This design comes from an exercise in tuning for small area on the open sky130 flow, not from production work. Only simulation tests tie the RTL to the original design; equivalence was not proved. Power is estimated from default activity; no workload was simulated.

$ cat design/flow/run.sh
#!/bin/bash
# synth_recipe.tcl (not shown) runs the flow's synth.tcl, then flattens the netlist and writes it again
# the make line also repeats each setting of config.mk as NAME=value (left out here)
make -C /OpenROAD-flow-scripts/flow DESIGN_CONFIG=/design/flow/config.mk WORK_HOME=/design/flow/orfs CLKGATE_MAP_FILE= SYNTH_SCRIPT=/design/flow/synth_recipe.tcl finish
$ cat design/flow/config.mk
export PLATFORM = sky130hd
export DESIGN_NAME = top_pulse_filter
export DESIGN_NICKNAME = top_pulse_filter
export VERILOG_FILES = /design/flow/design.v
export SDC_FILE = /design/flow/constraint.sdc
export NUM_CORES = 4
export LEC_CHECK = 0
export CAP_MARGIN = 20
export CORE_MARGIN = 2
export CORE_UTILIZATION = 40
export SLEW_MARGIN = 20
$ cat design/flow/constraint.sdc
create_clock -name core_clock -period 50.0 [get_ports {clk_20m}]
set_input_delay 10.0000 -clock core_clock [delete_from_list [all_inputs] [get_ports {clk_20m}]]
set_output_delay 10.0000 -clock core_clock [all_outputs]
set_load 0.01 [all_outputs]
$ cat design/flow/design.v
module pulse_filter_32ch (
    input              clk_20m   ,  
    input              rst_n     ,  
    input      [31:0]  pulse_in  ,  
    input      [15:0]  filter_cfg,  
    output reg [31:0]  pulse_out    
);
    integer i;
    reg [31:0]         stable_val;           
    reg [21:0]         cnt [31:0];           
    always @(posedge clk_20m or negedge rst_n) begin
        if (!rst_n) begin
            pulse_out   <= 32'd0;
            stable_val  <= 32'd0;
            for (i = 0; i < 32; i = i + 1)
                cnt[i] <= 22'd0;  
        end
        else begin
            for (i = 0; i < 32; i = i + 1) begin
                if (pulse_in[i] != stable_val[i]) begin  
                    if (cnt[i] >= filter_cfg) begin  
                        stable_val[i] <= pulse_in[i];  
                        cnt[i]        <= 22'd0;
                    end 
                    else begin
                        cnt[i] <= cnt[i] + 1;
                    end
                end
                else begin
                    cnt[i] <= 22'd0;  
                end
            end
            pulse_out <= stable_val;  
        end
    end
endmodule
module top_pulse_filter (
    input              clk_20m        ,  
    input              rst_n          ,  
    input  [31:0]      pulse_raw      ,  
    input  [15:0]      filter_coeff   ,  
    output [31:0]      pulse_filtered    
);
    pulse_filter_32ch u_pulse_filter_32ch (
        .clk_20m     (clk_20m       ),
        .rst_n       (rst_n         ),
        .pulse_in    (pulse_raw     ),
        .filter_cfg  (filter_coeff  ),
        .pulse_out   (pulse_filtered)
    );
endmodule
==> results of run 1 <==
flip-flops by register name (all words and copies together) (netlist names):
register                        count
u_pulse_filter_32ch.cnt           704
u_pulse_filter_32ch.stable_val     32
u_pulse_filter_32ch.pulse_out      32
power breakdown:
group	switching (uW)	internal, uW
logic	51.2	22.5
clock network	254	394
registers	4.30	632
synth_stat cells (4+ instances only):
library cell	n	area share, %
o21ai_0	35	0.42
mux2_2	32	0.85
a21boi_0	27	0.48
nand3_1	412	4.9
ha_1	544	16
xor2_1	377	7.8
nand2b_1	28	0.42
and3_1	107	1.6
a21o_1	9	0.16
or3_1	4	0.059
and2_1	7	0.10
nor2_1	691	6.1
nor2b_1	10	0.15
nor4_1	61	0.90
nor3_1	43	0.51
nand3b_1	25	0.44
o31ai_1	29	0.52
nand2_1	301	2.7
and4_1	35	0.73
inv_1	109	0.97
nand4_1	128	1.9
dfrtp_1	768	46
a31oi_1	25	0.37
xnor2_1	133	2.8
clkbuf_1	28	0.25
a21oi_1	211	2.5
metal layers:
layer	vias to the layer above	global-route usage [%]	part of all wire (%)
met5	-	0	0.016
met1	14673	25.8	50
met2	414	28.5	44
li1	15249	-	-
met4	2	4.24	2.2
met3	135	2.73	3.9
area by class of cell:
class | count | area share [%]
multi-input combinational | 3461 | 47.6
sequential | 768 | 39.8
clock buffer | 124 | 5.30
tap | 1391 | 3.60
timing repair buffer | 108 | 2.10
inverter | 109 | 0.850
clock inverter | 26 | 0.707
cells by family (layout without fill, tap and decap cells):
family	after synthesis	count (layout)	synth area share, %
buffers and inverters	142	367	1.32
DFF	768	768	45.6
adders and majority gates	544	544	16.1
muxes	32	32	0.854
AOI/OAI and AO/OA	359	359	4.92
and+or+nand+nor	1856	1856	20.6
xor gates and xnor gates	510	510	10.6
other	1	160	0.00889
metrics by stage:
stage / instance area [um^2] / hold WS [ns] / utilization, % / setup slack, ns
CTS: 48300 / 0.402 / 46.0 / 37.43
global placement: 45400 / 0.396 / 43.2 / 36.76
finish: 48300 / 0.407 / 46.0 / 37.40
global route: 48300 / 0.420 / 46.0 / 37.14
floorplan: 42800 / 0.388 / - / 37.55
detailed placement: 45400 / 0.401 / 43.2 / 36.74
path summary, 6_finish.rpt:
check | startpoint | end | slack, ns
setup / recovery | filter_coeff[5] | u_pulse_filter_32ch.cnt[6][4] | 37.40
hold / removal | u_pulse_filter_32ch.stable_val[4] | u_pulse_filter_32ch.pulse_out[4] | 0.41
setup reg to reg | u_pulse_filter_32ch.cnt[6][4] | u_pulse_filter_32ch.cnt[6][4] | 47.50
hold reg to reg | u_pulse_filter_32ch.stable_val[4] | u_pulse_filter_32ch.pulse_out[4] | 0.41
max in group asynchronous | rst_n | u_pulse_filter_32ch.cnt[25][12] | 37.92
min in group asynchronous | rst_n | u_pulse_filter_32ch.cnt[21][19] | 9.34
==> results by group, run 1 <==
STA
  – Clock Skew: between 0.01 and 0.015 ns
  – Final Hold Viols: 0
  – Tightest Pin Transition: 0.975 ns
  – RSZ-0062 raised after global routing: no
  – Final min period: about 13 ns
  – Period utilization: 25.2%
  – Slew Limit Fails: 0
  – Achievable clock frequency: between 70 and 80 MHz
  – # setup viols final: 0
  – Slew headroom: 35.0%
  – Setup TNS: 0 ns

Yosys
  – Syn avg cell area: 10.0 um^2
  – Ys flop type: dfrtp_1
  – Flops & latches, synth: between 700 and 800
  – Synth warn: 2
  – Post-synth ARST share: 100%
  – Post-synth EDFFs: 0
  – Mapped Area: between 0.04 and 0.05 mm^2
  – Netlist cell types: 45
  – Register area share after synthesis: 45.6%
  – Post-Synthesis Cells: 4212

Setup path
  – CP cell instances: clkdlybuf4s50_1, inv_2, buf_4, ha_1, and4_1, a221o_1, a211oi_1, nand2_1, nor2_1
  – CP Launch Type: primary input
  – Worst EP required: 50.56 ns
  – CP max stage delay: 0.62 ns
  – CP top delay family: buffers and inverters
  – Crit path buf inv count: 3
  – Register-to-Register Path Depth: 7
  – Arrival time at the worst endpoint: 13.16 ns
  – Critical path depth: 9
  – Worst-path maximum fanout: 32
  – Worst Path Class, Setup: in -> reg
  – Slowest CP cell: buf_4
  – Endpoint class of the critical path: register

Power
  – VDD IR-drop max: between 0.00002 and 0.000025 V
  – Pwr/cell area: 28.1 mW/mm^2
  – P_leak: ~0.022 uW
  – Total Power: roughly 1400 uW

Placed design
  – Placer congestion estimate: between 0.7 and 0.8
  – Port Buffers: just over 80
  – Placed insts: 5837
  – Detailed Place HPWL: 58800 um

Final layout
  – Multi-input gate area: 0.0230 mm^2
  – Fillers: 9914
  – P&R area growth vs syn: 14.5%
  – Non-Filler Instances: 5987
  – Share of cells above drive strength 1: 4.68%
  – Nets: 5126
  – FF+latch area: 0.0192 mm^2
  – Diode count: 0
  – Commonest non-fill, non-tap cell in the layout: dfrtp_1
  – Most frequent cells in the layout: dfrtp_1 (768), nor2_1 (691), ha_1 (544), nand3_1 (412), xor2_1 (377)

CTS
  – Post-CTS Setup Bufs: 0
  – CTS tree: yes
  – Post-CTS Resized: 0
  – Clock Latency Late Sink: 0.64 ns
  – Clock transition at path regs: 0.06 ns
  – Number of clock sinks: 768
  – CTS H-tree depth: 3
  – Cell chosen for the clock root: clkbuf_16
  – CTS Hold Bufs: 0
  – Clock Path Buffers: 3
  – Num CTS Buffers: 84

Routing
  – Drt wl/cell: 15.9 um
  – Via count: just over 30000
  – Routed Antenna Nets: 0
  – Drt drc: 0
  – Initial DRC Count: 1675
  – Vias per std cell: a little over 5
  – First-pass DRT Iterations: 5
  – Drt total wl: ~95000 um

Floorplanning
  – Die width: 329 um
  – Die ar.: 0.108 mm^2
  – Cell row count: 119
  – Starting Density: 40.2%
  – Top Ports: 82
  – Total core area: 0.105 mm^2
  – Die Ht: 329 um

Flow run
  – Max Cap Viol: 0

GRT
  – Initial antenna violation count: 2
  – Largest net degree at the start of global routing: 84
  – Total congestion overflow: 0
  – First-pass GRT wire length: 157000 um
  – GRT Total Usage: 18.0%
  – Vias in the first global route: 30041

Worst hold path
  – Hold path cells: 0
  – Type of the worst min-delay path: reg -> reg

Run status
  – Outcome: complete, no violations
==> run 2, diff against run 1 <==
==> design/flow/design.v (replaced) <==
module pulse_filter_32ch (
    input              clk_20m   ,
    input              rst_n     ,
    input      [31:0]  pulse_in  ,
    input      [15:0]  filter_cfg,
    output reg [31:0]  pulse_out
);
    integer i;
    reg [31:0]         stable_val;
    reg [15:0]         cnt [31:0];
    always @(posedge clk_20m or negedge rst_n) begin
        if (!rst_n) begin
            pulse_out   <= 32'd0;
            stable_val  <= 32'd0;
            for (i = 0; i < 32; i = i + 1)
                cnt[i] <= 16'd0;
        end
        else begin
            for (i = 0; i < 32; i = i + 1) begin
                if (pulse_in[i] != stable_val[i]) begin
                    if (cnt[i] >= filter_cfg) begin
                        stable_val[i] <= pulse_in[i];
                        cnt[i]        <= 16'd0;
                    end
                    else begin
                        cnt[i] <= cnt[i] + 1'b1;
                    end
                end
                else begin
                    cnt[i] <= 16'd0;
                end
            end
            pulse_out <= stable_val;
        end
    end
endmodule
module top_pulse_filter (
    input              clk_20m        ,  
    input              rst_n          ,  
    input  [31:0]      pulse_raw      ,  
    input  [15:0]      filter_coeff   ,  
    output [31:0]      pulse_filtered    
);
    pulse_filter_32ch u_pulse_filter_32ch (
        .clk_20m     (clk_20m       ),
        .rst_n       (rst_n         ),
        .pulse_in    (pulse_raw     ),
        .filter_cfg  (filter_coeff  ),
        .pulse_out   (pulse_filtered)
    );
endmodule
==> run 2 against run 1 <==
Compared with the run above:
- largest power group is now registers
- die area down 15%
- critical path depth stayed put
- final area decreased by 16%
- cell count shrank 16%
- critical endpoint is now u_pulse_filter_32ch.cnt[21][4]
- hold slack better by 0.0024 ns
- highest routed layer unchanged
- sequential power fell by 13%
==> results by group, run 2 <==
Run status
  – Outcome: complete, no violations

Yosys
  – Flops & latches, synth: 576 (-25%)
  – Post-synth EDFFs: 0 (unchanged)
  – Post-synthesis compound-gate area fraction: 7.09% (+2.2 points)
  – Post-Synthesis Cells: 3695 (-12%)
  – Post-synthesis mux area share: 1.01% (+0.15 points)
  – Adder-cell share of the synthesized area: 19.0% (+2.9 points)
  – Syn avg cell area: 9.70 um^2 (-3.1%)
  – Largest family of logic cells by synthesized area: simple AND/OR/NAND/NOR gates
  – Count leader, synth: nor2_1
  – Post-synth ARST share: 100% (unchanged)
  – Mapped Area: 0.0358 mm^2 (-15%)
  – Ys flop type: dfrtp_1
  – Top cell type's share of synthesized area: 40.2% (-5.3 points)
  – Top post-synthesis cells by area: dfrtp_1 (40%), ha_1 (19%), xor2_1 (8.5%)
  – Register area share after synthesis: 40.2% (-5.3 points)
  – Top post-synthesis cells by count: nor2_1 (629), dfrtp_1 (576), ha_1 (544)
  – Synth Area in XOR/XNOR: 11.7% (+1.1 points)
  – Simple-gate portion of the synthesized area: 19.4% (-1.2 points)
  – Netlist cell types: 51 (+13%)
  – Synth warn: 2 (unchanged)
  – Cell taking the most area after synthesis: dfrtp_1

Final layout
  – P&R area growth vs syn: 12.8%
  – Most frequent cells in the layout: nor2_1 (629), dfrtp_1 (576), ha_1 (544), xor2_1 (347), nand2_1 (283)
  – Nets: 4415 (-14%)
  – Fillers: 8454 (-15%)
  – FF+latch area: 0.0144 mm^2 (-25%)
  – Share of cells above drive strength 1: 5.14% (+0.46 points)
  – Final instance area: 0.0404 mm^2 (-16%)
  – Multi-input gate area: 0.0208 mm^2 (-9.4%)
  – Max reg flops: 512 (-27%)
  – Commonest non-fill, non-tap cell in the layout: nor2_1
  – Diode count: 0 (unchanged)
  – Biggest regs: u_pulse_filter_32ch.cnt: 512 flops, u_pulse_filter_32ch.pulse_out: 32 flops, u_pulse_filter_32ch.stable_val: 32 flops
  – Biggest register: u_pulse_filter_32ch.cnt
  – Final design utilization: 45.6% (-0.40 points)

STA
  – Final Hold Viols: 0 (unchanged)
  – Slew headroom: 38.7% (+3.7 points)
  – Final min period: 12.70 ns (+0.0930 ns)
  – Slew Limit Fails: 0 (unchanged)
  – Period utilization: 25.4% (+0.19 points)
  – Achievable clock frequency: 78.8 MHz (-0.73%)
  – Tightest Pin Transition: 0.919 ns (-0.0554 ns)
  – # setup viols final: 0 (unchanged)
  – RSZ-0062 raised after global routing: no
  – Setup TNS: 0 ns (unchanged)
  – Clock Skew: 0.0172 ns (+0.00493 ns)

Setup path
  – CP max stage delay: 0.58 ns (-0.04 ns)
  – Worst-path maximum fanout: 17 (-47%)
  – CP Launch Type: primary input
  – Worst Path Class, Setup: in -> reg
  – Endpoint class of the critical path: register
  – Cell mode on critical path: nor2_1
  – CP cell instances: clkdlybuf4s50_1, inv_2, buf_4, ha_1, o21ai_0, nor2_1, o311ai_0, nand3_1, nor2_1
  – Crit path buf inv count: 3 (unchanged)
  – Worst EP required: 50.52 ns (-0.04 ns)
  – Slowest CP cell: nand3_1
  – CP top delay family: buffers and inverters
  – Arrival time at the worst endpoint: 13.21 ns (+0.05 ns)

Placed design
  – Post-place instance area: 0.0381 mm^2 (-16%)
  – Placer congestion estimate: 0.799 (+0.79%)
  – Detailed Place HPWL: 51500 um (-12%)
  – Port Buffers: 81 (unchanged)

Floorplanning
  – Die ar.: 0.0920 mm^2 (-15%)
  – Cell row count: 109 (-8.4%)
  – Die Ht: 303 um (-7.7%)
  – Starting Density: 40.4% (+0.25 points)
  – Total core area: 0.0886 mm^2 (-16%)
  – Die width: 303 um (-7.7%)
  – Top Ports: 82 (unchanged)

CTS
  – CTS tree: yes
  – CTS Hold Bufs: 0 (unchanged)
  – Clock Latency Late Sink: 0.62 ns (-0.02 ns)
  – Post-CTS Resized: 0 (unchanged)
  – CTS H-tree depth: 3 (unchanged)
  – Clock Path Buffers: 3 (unchanged)
  – Cell chosen for the clock root: clkbuf_16
  – Clock transition at path regs: 0.06 ns (about the same)
  – Post-CTS Setup Bufs: 0 (unchanged)
  – Number of clock sinks: 576 (-25%)
  – Num CTS Buffers: 70 (-17%)

Routing
  – First-pass DRT Iterations: 5 (unchanged)
  – Via count: 26289 (-14%)
  – Drt total wl: 84000 um (-12%)
  – Vias per std cell: 5.22 (+2.5%)
  – Drt drc: 0 (unchanged)
  – Initial DRC Count: 1506 (-10%)
  – Routed Antenna Nets: 0 (unchanged)
  – Drt wl/cell: 16.7 um (+5.0%)

Power
  – Pwr/cell area: 32.0 mW/mm^2 (+14%)
  – P_leak: 0.0194 uW (-11%)
  – VDD IR-drop max: 0.0000329 V (+45%)
  – Total Power: 1290 uW (-4.7%)

Flow run
  – Max Cap Viol: 0 (unchanged)

GRT
  – Vias in the first global route: 26386 (-12%)
  – Initial antenna violation count: 1 (-1)
  – Busiest grt layer: met2
  – GR Layer Usage met2: 30.7% (+2.2 points)
  – Largest net degree at the start of global routing: 153 (+82%)
  – GR Layer Usage met3: 2.60% (-0.13 points)
  – GRT Total Usage: 18.8% (+0.83 points)
  – First-pass GRT wire length: 139000 um (-11%)
  – Total congestion overflow: 0 (unchanged)
  – M1 GR Usage: 26.5% (+0.67 points)

Worst hold path
  – Type of the worst min-delay path: reg -> reg
==> run 2: cell types whose count changed in the layout (fill, tap and decap cells not counted), moves of 20 or more <==
cell	delta
a31oi_1	-21
nand4_1	-29
a21boi_0	-24
xor2_1	-30
o21ai_0	+54
conb_1	-160
o31ai_1	-27
nand3_1	-184
nor4_1	-53
dfrtp_1	-192
nor2_1	-62
o211ai_1	+20
nand3b_1	-25
==> run 2: power breakdown <==
| part | switching [uW] | internal [uW] |
|---|---|---|
| registers | 48.6 | 506 |
| logic | 130 | 90.5 |
| clock network | 206 | 313 |
==> run 2: path summary, 6_finish.rpt <==
kind,startpoint,cells past startpoint,to,slack [ns]
max in group asynchronous,rst_n,4,u_pulse_filter_32ch.pulse_out[14],37.92
hold / removal,u_pulse_filter_32ch.stable_val[15],0,u_pulse_filter_32ch.pulse_out[15],0.41
setup / recovery,filter_coeff[1],9,u_pulse_filter_32ch.cnt[21][4],37.30
min in group asynchronous,rst_n,1,u_pulse_filter_32ch.cnt[13][2],9.43
setup reg to reg,u_pulse_filter_32ch.cnt[23][0],8,u_pulse_filter_32ch.cnt[23][13],47.47
hold reg to reg,u_pulse_filter_32ch.stable_val[15],0,u_pulse_filter_32ch.pulse_out[15],0.41
==> run 2: logic make-up after synthesis <==
group / after synthesis
fa+ha+maj: 544
compound gates: 416
flops: 576
buf+inv: 146
mux: 32
xor+xnor: 479
simple gates: 1502
==> run 2: area by class of cell <==
class | count | share of cell area, %
tap | 1165 | 3.61
multi-input combinational | 2973 | 51.6
clock buffer | 98 | 4.97
sequential | 576 | 35.7
timing repair buffer | 105 | 2.51
inverter | 95 | 0.882
clock inverter | 28 | 0.799
==> run 2: per-layer routing <==
layer	vias to the layer above	wire length, um
li1	13193	-
met1	12629	41400
met2	352	37700
met3	113	3310
met4	2	1630
met5	-	13
==> run 2: through the flow <==
step	hold slack, ns	worst slack, ns	cells
after floorplan	0.387	37.62	3695
after global placement	0.396	36.67	4914
after detailed placement	0.399	36.57	4914
after CTS	0.413	37.23	5040
after global routing	0.426	36.94	5040
final	0.409	37.30	5040
==> run 3, diff against run 2 <==
==> design/flow/design.v (replaced) <==
module pulse_filter_32ch (
    input              clk_20m   ,
    input              rst_n     ,
    input      [31:0]  pulse_in  ,
    input      [15:0]  filter_cfg,
    output reg [31:0]  pulse_out
);
    reg  [31:0]        stable_val;
    wire [31:0]        stable_nxt;
    genvar ch, k;
    generate
        for (ch = 0; ch < 32; ch = ch + 1) begin : g_ch
            reg  [15:0] cnt;
            wire [16:0] inc_c;       
            wire [16:0] ge_c;        
            wire [15:0] cnt_nxt;
            wire        diff = pulse_in[ch] ^ stable_val[ch];
            wire        run;         
            assign inc_c[0] = 1'b1;
            assign ge_c[0]  = 1'b1;
            for (k = 0; k < 16; k = k + 1) begin : g_bit
                assign inc_c[k+1] = inc_c[k] & cnt[k];
                assign ge_c[k+1]  = (cnt[k] & ~filter_cfg[k]) |
                                    ((cnt[k] | ~filter_cfg[k]) & ge_c[k]);
                assign cnt_nxt[k] = run & (cnt[k] ^ inc_c[k]);
            end
            assign run = diff & ~ge_c[16];
            assign stable_nxt[ch] = stable_val[ch] ^ (diff & ge_c[16]);
            always @(posedge clk_20m or negedge rst_n) begin
                if (!rst_n)
                    cnt <= 16'd0;
                else
                    cnt <= cnt_nxt;
            end
        end
    endgenerate
    always @(posedge clk_20m or negedge rst_n) begin
        if (!rst_n) begin
            pulse_out   <= 32'd0;
            stable_val  <= 32'd0;
        end
        else begin
            stable_val  <= stable_nxt;
            pulse_out   <= stable_val;
        end
    end
endmodule
module top_pulse_filter (
    input              clk_20m        ,  
    input              rst_n          ,  
    input  [31:0]      pulse_raw      ,  
    input  [15:0]      filter_coeff   ,  
    output [31:0]      pulse_filtered    
);
    pulse_filter_32ch u_pulse_filter_32ch (
        .clk_20m     (clk_20m       ),
        .rst_n       (rst_n         ),
        .pulse_in    (pulse_raw     ),
        .filter_cfg  (filter_coeff  ),
        .pulse_out   (pulse_filtered)
    );
endmodule
--- a/design/flow/config.mk
+++ b/design/flow/config.mk
@@ -5,6 +5,7 @@
 export SDC_FILE = /design/flow/constraint.sdc
 export NUM_CORES = 4
 export LEC_CHECK = 0
+export ABC_AREA = 1
 export CAP_MARGIN = 20
 export CORE_MARGIN = 2
 export CORE_UTILIZATION = 40
==> run 3 against run 2 <==
Compared with the run above:
- sequential share of layout area increased by 2.6 points
- hold slack improved by 0.0080 ns
- register-to-register slack got worse by 1.1 ns
- critical endpoint is now u_pulse_filter_32ch.g_ch[28].cnt[7]
- still clean on timing, DRC and antenna
- non-clock buffer count increased by 2
- die area decreased by 5.4%
- clock skew increased by 0.0084 ns
- clock power decreased by 9.3%
- critical path depth increased by 14
- largest cell class unchanged
- global-route usage decreased by 2.2 points
- via count decreased by 10%
- routed wire length decreased by 18%
==> results by group, run 3 <==
CTS
  – Clock Latency Late Sink: 0.61 ns (about the same)
  – Number of clock sinks: 576 (unchanged)
  – Clock transition at path regs: 0.06 ns (about the same)
  – CTS tree: yes
  – Num CTS Buffers: 67 (-4.3%)
  – CTS Hold Bufs: 0 (unchanged)
  – Cell chosen for the clock root: clkbuf_16
  – CTS H-tree depth: 3 (unchanged)
  – Post-CTS Resized: 0 (unchanged)
  – Post-CTS Setup Bufs: 0 (unchanged)
  – Clock Path Buffers: 3 (unchanged)

Routing
  – Drt total wl: 68700 um (-18%)
  – Vias per std cell: 4.44 (-15%)
  – Via count: 23659 (-10%)
  – Drt drc: 0 (unchanged)
  – Drt wl/cell: 12.9 um (-23%)
  – First-pass DRT Iterations: 5 (unchanged)
  – Initial DRC Count: 1045 (-31%)
  – Routed Antenna Nets: 0 (unchanged)

Yosys
  – Count leader, synth: nand2_1
  – Post-synthesis compound-gate area fraction: 5.38% (-1.7 points)
  – Top post-synthesis cells by count: nand2_1 (995), inv_1 (838), dfrtp_1 (576)
  – Post-synth ARST share: 100% (unchanged)
  – Top post-synthesis cells by area: dfrtp_1 (43%), ha_1 (17%), nand2_1 (11%)
  – Mapped Area: 0.0339 mm^2 (-5.5%)
  – Post-synthesis mux area share: 0% (-1.0 points)
  – Synth Area in XOR/XNOR: 1.66% (-10 points)
  – Simple-gate portion of the synthesized area: 22.3% (+3.0 points)
  – Cell taking the most area after synthesis: dfrtp_1
  – Netlist cell types: 32 (-37%)
  – Register area share after synthesis: 42.6% (+2.3 points)
  – Top cell type's share of synthesized area: 42.6% (+2.3 points)
  – Flops & latches, synth: 576 (unchanged)
  – Post-Synthesis Cells: 4100 (+11%)
  – Post-synth EDFFs: 0 (unchanged)
  – Ys flop type: dfrtp_1
  – Synth warn: 1 (-1)
  – Largest family of logic cells by synthesized area: simple AND/OR/NAND/NOR gates
  – Syn avg cell area: 8.26 um^2 (-15%)
  – Adder-cell share of the synthesized area: 16.6% (-2.4 points)

Final layout
  – FF+latch area: 0.0144 mm^2 (unchanged)
  – Max reg flops: 512 (unchanged)
  – Biggest register: u_pulse_filter_32ch.g_ch.cnt
  – Biggest regs: u_pulse_filter_32ch.g_ch.cnt: 512 flops, u_pulse_filter_32ch.pulse_out: 32 flops
  – Diode count: 0 (unchanged)
  – Fillers: 8188 (-3.1%)
  – Nets: 4650 (+5.3%)
  – Final design utilization: 45.0% (-0.56 points)
  – Most frequent cells in the layout: nand2_1 (995), inv_1 (835), dfrtp_1 (576), ha_1 (448), nor2_1 (395)
  – P&R area growth vs syn: 11.3%
  – Share of cells above drive strength 1: 8.60% (+3.5 points)
  – Commonest non-fill, non-tap cell in the layout: nand2_1
  – Multi-input gate area: 0.0156 mm^2 (-25%)

Power
  – Total Power: 1210 uW (-6.8%)
  – VDD IR-drop max: 0.0000213 V (-35%)
  – P_leak: 0.0212 uW (+8.9%)
  – Pwr/cell area: 32.0 mW/mm^2 (-0.11%)

Setup path
  – Worst Path Class, Setup: in -> reg
  – CP max stage delay: 0.96 ns (+0.38 ns)
  – Slowest CP cell: clkdlybuf4s50_1
  – Arrival time at the worst endpoint: 13.67 ns (+0.46 ns)
  – CP cell instances: clkdlybuf4s50_1, inv_2, buf_4, or2_2, nand3_1, nand3_1, nand2_1, nand2_1, nand2_1, nand2_1, nand2_1, nand2_1, nand2_1, nand2_1, nand2_1, nand2_1, nand2_1, nand2_1, nand2_1, nand2_1, nand2_1, nand3_2, nor2_1
  – Cell mode on critical path: nand2_1
  – Worst-path maximum fanout: 30 (+13)
  – Endpoint class of the critical path: register
  – FF-to-FF Start: u_pulse_filter_32ch.g_ch[26].cnt[0]
  – Worst Setup SP: filter_coeff[1]
  – FF-to-FF setup slack: 46.38 ns (-1.09 ns)
  – Worst EP required: 50.52 ns (about the same)
  – CP Launch Type: primary input

GRT
  – M1 GR Usage: 22.3% (-4.2 points)
  – Initial antenna violation count: 0 (-1)
  – Largest net degree at the start of global routing: 178 (+16%)
  – GR Layer Usage met3: 2.56% (-0.035 points)
  – Vias in the first global route: 23197 (-12%)
  – Total congestion overflow: 0 (unchanged)
  – First-pass GRT wire length: 116000 um (-16%)
  – GRT Total Usage: 16.6% (-2.2 points)
  – GR Layer Usage met2: 27.9% (-2.8 points)
  – Busiest grt layer: met2

Floorplanning
  – Cell row count: 106 (-2.8%)
  – Top Ports: 82 (unchanged)
  – Starting Density: 40.5% (+0.044 points)
  – Total core area: 0.0837 mm^2 (-5.6%)
  – Die Ht: 295 um (-2.7%)
  – Die ar.: 0.0870 mm^2 (-5.4%)
  – Die width: 295 um (-2.7%)

Worst hold path
  – Type of the worst min-delay path: reg -> reg

STA
  – Final worst slack: 36.85 ns (-0.458 ns)
  – Setup TNS: 0 ns (unchanged)
  – Achievable clock frequency: 76.0 MHz (-3.5%)
  – Period utilization: 26.3% (+0.92 points)
  – Slew Limit Fails: 0 (unchanged)
  – # setup viols final: 0 (unchanged)
  – RSZ-0062 raised after global routing: no
  – Final Hold Viols: 0 (unchanged)
  – Final min period: 13.15 ns (+0.458 ns)
  – Slew headroom: 34.6% (-4.2 points)
  – Clock Skew: 0.0256 ns (+0.00843 ns)
  – Tightest Pin Transition: 0.982 ns (+0.0625 ns)

Placed design
  – Detailed Place HPWL: 44400 um (-14%)
  – Placer congestion estimate: 0.754 (-5.6%)
  – Dpl ws: 36.23 ns (-0.340 ns)
  – Port Buffers: 81 (unchanged)

Flow run
  – Max Cap Viol: 0 (unchanged)

Run status
  – Outcome: complete, no violations
run 3: worst paths after layout:
kind,to,cells after the start
hold / removal,u_pulse_filter_32ch.pulse_out[16],0
min in group asynchronous,u_pulse_filter_32ch.g_ch[13].cnt[12],1
max in group asynchronous,u_pulse_filter_32ch.g_ch[29].cnt[11],3
setup / recovery,u_pulse_filter_32ch.g_ch[28].cnt[7],23
setup reg to reg,u_pulse_filter_32ch.g_ch[26].cnt[15],16
hold reg to reg,u_pulse_filter_32ch.pulse_out[16],0
run 3: area by class of cell:
cell class | instances | area share (%)
clock buffer | 106 | 5.35
clock inverter | 7 | 0.189
inverter | 851 | 8.47
multi-input combinational | 2549 | 41.3
sequential | 576 | 38.2
tap | 1134 | 3.76
timing repair buffer | 107 | 2.72
run 3: critical path, delay by kind of cell:
kind          cells  cell delay, ns
buf+inv           3            1.83
simple gates     20            1.81
run 3: cells by family after synthesis:
| family | count (synthesis) |
|---|---|
| compound gates | 289 |
| xor+xnor | 64 |
| fa+ha+maj | 448 |
| buf+inv | 975 |
| flops | 576 |
| simple gates | 1748 |
run 3: stage by stage:
step	cell area [um^2]	hold WS [ns]	cells
floorplan	33900	0.392	4100
global placement	35600	0.402	5217
detailed placement	35600	0.406	5217
CTS	37700	0.418	5330
global route	37700	0.429	5330
finish	37700	0.417	5330
run 3: layer usage:
| metal | part of all wire [%] | up-vias |
|---|---|---|
| li1 | - | 12646 |
| met1 | 49 | 10715 |
| met5 | 0 | - |
| met4 | 1.9 | 0 |
| met2 | 45 | 213 |
| met3 | 3.5 | 85 |
run 3: power breakdown:
part | internal (uW) | switching [uW]
Clock | 276 | 194
Sequential | 506 | 31.1
Combinational | 72.1 | 126

## re-timing with driven ports
Ports are ideal in the flow. The routed layouts listed here were re-timed in OpenROAD. Step 1 assumes that a clkbuf_16 drives the clock port and a buf_2 every other input. Step 2 adds t to the input delays and takes it off the output delays; t is the mean of the earliest and latest rising clock arrival at the registers after step 1. Input paths then give back, and output paths get back, about the clock's delay inside the block. a / b / c = no drivers / after step 1 / after step 2; a / b = the first two.
run | t (ns) | setup slack, ns | worst register clock-pin slew, ns | worst slew at a driven data input, ns
run 1 | 0.701 | 37.396 / 37.443 / 36.742 | 0.06 / 0.06 | 0.10
run 2 | 0.666 | 37.303 / 37.339 / 36.673 | 0.06 / 0.06 | 0.09
run 3 | 0.655 | 36.846 / 36.863 / 36.208 | 0.06 / 0.06 | 0.09
After both steps every run listed still meets setup and hold. The setup slack of run 1, which loses most, moves by +0.047 ns with the drivers and by -0.654 ns with both steps.
